This design comes from an exercise in tuning for small area on the open sky130 flow, not from production work. The RTL was checked by simulation tests, not by an equivalence proof against the original design. Power figures rest on the tool's default switching activity, not on a simulated workload.

## run C
Design apollo_top, start of the top module:
module apollo_top(
	input clk,
	input rst_n,
	input rs232_rx,
	output rs232_tx,
	input [7:0] in_ad_data,
	output out_ad_clk,
	output Sftclk,
	output Lchclk,
	output SDout,
	output test1,
	output test2
);
reg [3:0] rxs;
always @(posedge clk or negedge rst_n)
	if (!rst_n) rxs <= 4'd0;
	else rxs <= {rxs[2:0], rs232_rx};
wire rx_neg = rxs[3] & rxs[2] & ~rxs[1] & ~rxs[0];
reg rx_busy, rx_int;
reg [8:0] rx_cnt;
reg [3:0] rx_num;
reg [7:0] rx_data;
wire rx_cnt_end = (rx_cnt == 9'd364);
always @(posedge clk)
	if (rx_busy && !rx_cnt_end) rx_cnt <= {rx_cnt[7:0], ~(rx_cnt[8] ^ rx_cnt[4])};
	else rx_cnt <= 9'd0;
wire rx_bps = (rx_cnt == 9'd155);	 
wire rx_num9 = rx_num[3] & rx_num[0];
always @(posedge clk or negedge rst_n)
	if (!rst_n) rx_busy <= 1'b0;
	else if (!rx_busy && rx_neg) rx_busy <= 1'b1;
	else if (rx_num9 && rx_bps) rx_busy <= 1'b0;
always @(posedge clk or negedge rst_n)
	if (!rst_n) begin
		rx_num <= 4'd0;
		rx_int <= 1'b0;
	end else if (rx_busy && rx_bps) begin
		if (!rx_num9) begin rx_num <= rx_num + 4'd1; rx_int <= 1'b0; end
		else begin rx_num <= 4'd0; rx_int <= 1'b1; end
	end else rx_int <= 1'b0;
always @(posedge clk)
	if (rx_busy && rx_bps && rx_num != 4'd0 && !rx_num9)
		rx_data <= {rs232_rx, rx_data[7:1]};
wire tx_write;
wire [7:0] tx_in;
reg [2:0] tw;
always @(posedge clk or negedge rst_n)
	if (!rst_n) tw <= 3'b111;
	else tw <= {tw[1:0], tx_write};
wire tx_start = tw[1] & ~tw[2];
reg tx_en, txr;
reg [7:0] tx_data;
reg [3:0] tx_num;
reg [8:0] tx_cnt;
wire tx_num11 = tx_num[3] & tx_num[1] & tx_num[0];
always @(posedge clk or negedge rst_n)
	if (!rst_n) tx_en <= 1'b0;
	else if (tx_start) tx_en <= 1'b1;
	else if (tx_num11) tx_en <= 1'b0;
always @(posedge clk)
	if (tx_start) tx_data <= tx_in;
wire tx_cnt_end = (tx_cnt == 9'd364);
always @(posedge clk)
  ...
export LEC_CHECK = 0
export CAP_MARGIN = 20
export CORE_MARGIN = 2
export CORE_UTILIZATION = 65
export CTS_CLUSTER_DIAMETER = 80
export CTS_CLUSTER_SIZE = 30
export PLACE_DENSITY = 0.8
export SLEW_MARGIN = 20
create_clock -name core_clock -period 20.0 [get_ports {clk}]
standard.sh (not shown) runs the stock make flow with config.mk's settings and CLKGATE_MAP_FILE= SYNTH_SCRIPT=/design/flow/synth_recipe.tcl, a recipe that flattens the netlist after the stock synthesis.
==> flow/flow/run.sh <==
#!/bin/bash
set -e
export BUFFER_PORTS_ARGS="-buffer_cell sky130_fd_sc_hd__buf_1"
export CTS_ARGS="-sink_clustering_enable -repair_clock_nets -sink_clustering_size 30 -sink_clustering_max_diameter 80 -dont_use_dummy_load"
bash standard.sh > standard.log 2>&1
Edits applied to the flow inputs when going from run C to run E:
--- a/flow/design.v
+++ b/flow/design.v
@@ -180,36 +180,35 @@
 wire g25 = gcnt[4] & gcnt[3] & gcnt[0];
 always @(posedge clk or negedge rrst_n)
 	if (!rrst_n) begin gcnt <= 5'd0; g8 <= 1'b0; end
 	else if (ce) begin
 		if (g25) begin g8 <= ~g8; gcnt <= 5'd0; end
 		else gcnt <= gcnt + 5'd1;
 	end
 wire pe = ce & g25 & ~g8;
 wire ne = ce & g25 & g8;
 wire g11 = (gcnt == 5'd11);
 reg [3:0] cdc;
-reg clk_low1, nh9, nh7;
+reg nh9, nh7;
 reg fb1;	 
 wire cd_en = (cdc == 4'd0) & ~fb1;
 reg ahead_mid, behind_mid;
 wire ahead = ahead_mid & cd_en;
 wire behind = behind_mid & cd_en;
 wire num8 = ~ahead & ~behind;
 wire [3:0] nhm1 = nh9 ? 4'd8 : (nh7 ? 4'd6 : 4'd7);
 always @(posedge clk or negedge rrst_n)
-	if (!rrst_n) begin cdc <= 4'd0; clk_low1 <= 1'b0; nh9 <= 1'b0; nh7 <= 1'b0; end
+	if (!rrst_n) begin cdc <= 4'd0; nh9 <= 1'b0; nh7 <= 1'b0; end
 	else if (pe) begin
 		cdc <= cdc + 4'd1;
-		if (cdc == 4'd0) begin clk_low1 <= ~clk_low1; nh9 <= ahead; nh7 <= behind; end
-		else if (cdc == 4'd4) clk_low1 <= ~clk_low1;
+		if (cdc == 4'd0) begin nh9 <= ahead; nh7 <= behind; end
 		else if (cdc == nhm1) cdc <= 4'd0;
 	end
 reg [3:0] adder, count_num, adder_mid;
 reg ama0, ama8;	 
 reg add_permit, firstbit;
 always @(posedge clk or negedge rrst_n)
 	if (!rrst_n) begin
 		add_permit <= 1'b0; count_num <= 4'd0; adder <= 4'd0;
 		adder_mid <= 4'd4; ama0 <= 1'b0; ama8 <= 1'b0; firstbit <= 1'b0;
 	end else if (pe) begin
 		if (cd_en && num8) begin
@@ -410,36 +409,36 @@
 	if (!rrst_n) drdy_r <= 1'b0;
 	else if (ce) drdy_r <= ts && oc50;
 assign recv_in = fcnt[3] ? 8'd0 : fb;
 assign recv_write = drdy_r;
 localparam B_IDLE = 3'd0, B_SHIFT = 3'd1, B_WJ = 3'd2, B_JUDGE = 3'd3, B_ADD = 3'd4;
 reg [2:0] bst;
 reg [3:0] shift_time;
 reg [7:0] rb;
 reg [1:0] b2;
 reg [3:0] b1, b0;
 reg [9:0] bcd;
+wire early = shift_time[3] & (shift_time[1] | shift_time[0]);	 
+wire cdone = (shift_time == 4'd0);	 
+wire ge1 = (b1 >= 4'd5);
+wire ge0 = (b0 >= 4'd5);
 always @(posedge clk or negedge rst_n)
 	if (!rst_n) bst <= B_IDLE;
 	else case (bst)
 		B_IDLE: if ((scode_r != 8'd0) && refresh_r) bst <= B_SHIFT;
 		B_SHIFT: bst <= B_WJ;
 		B_WJ: bst <= cdone ? B_IDLE : B_JUDGE;
 		B_JUDGE: bst <= (ge1 | ge0) ? B_ADD : B_SHIFT;
 		B_ADD: bst <= B_SHIFT;
 		default: bst <= B_IDLE;
 	endcase
-wire early = shift_time[3] & (shift_time[1] | shift_time[0]);	 
-wire cdone = (shift_time == 4'd0);	 
-wire ge1 = (b1 >= 4'd5);
-wire ge0 = (b0 >= 4'd5);
 always @(posedge clk)
 	case (bst)
 		B_IDLE: begin shift_time <= 4'd10; rb <= scode_r; b2 <= 2'd0; b1 <= 4'd0; b0 <= 4'd0; end
 		B_SHIFT: begin
 			{b2, b1, b0} <= {b2[0], b1, b0, early ? 1'b0 : rb[shift_time[2:0] - 3'd1]};
 			shift_time <= shift_time - 4'd1;
 		end
 		B_ADD: begin
 			if (ge1) b1 <= b1 + 4'd3;
 			if (ge0) b0 <= b0 + 4'd3;
 		end
[summary]
Compared with run C, run E shows a number of fillers in the final layout that is 31 lower.
Compared run E against run C; final instance area within noise.
Worst clock skew on the final layout delta for run E relative to run C: 27 ps lower
Wire: run E routes less than run C
Compared with run C, run E shows a lower minimum period implied by the final worst setup slack.
On mapped cell area, run E and run C are neck and neck.
Compared to run C, run E has met3 wire length about 27% higher.
The simple-gate area share of the yosys netlist of run C and that of run E are within noise of each other.
Any difference in number of levels the H-tree was split into between run E and run C is small enough to ignore.
Number of global-route vias before repair across run E and run C: no real change.
Re share of the cycle needed by the critical path after routing: run E is 3.1 points down on run C.
Looking at run E and run C, the fraction of power consumed by combinational cells is a wash.
Detailed route, run E vs run C: via total lower for run E
Run E ended with less cell count after placement than run C.

## separate check: timing with driven ports
No port has a modelled driver above. Below, the same layouts with a new extraction and two added sets of constraints. Step 1, drivers: a clkbuf_16 drives clk and a buf_2 each remaining input, both assumed. Step 2 adds t to the input delays and takes it off the output delays; t is the mean of the earliest and latest rising clock arrival at the registers after step 1. Input paths then give back, and output paths get back, about the clock's delay inside the block. Slacks: ideal / step 1 / step 2; pairs: ideal / step 1.
run	t (ns)	setup slack, ns	hold WS [ns]	cell pins on the clock port's net
run C	0.617	12.609 / 12.555 / 13.172	0.280 / 0.280 / 0.280	1
run E	0.627	13.220 / 13.164 / 13.791	0.264 / 0.264 / 0.264	1
After both steps every run listed still meets setup and hold.
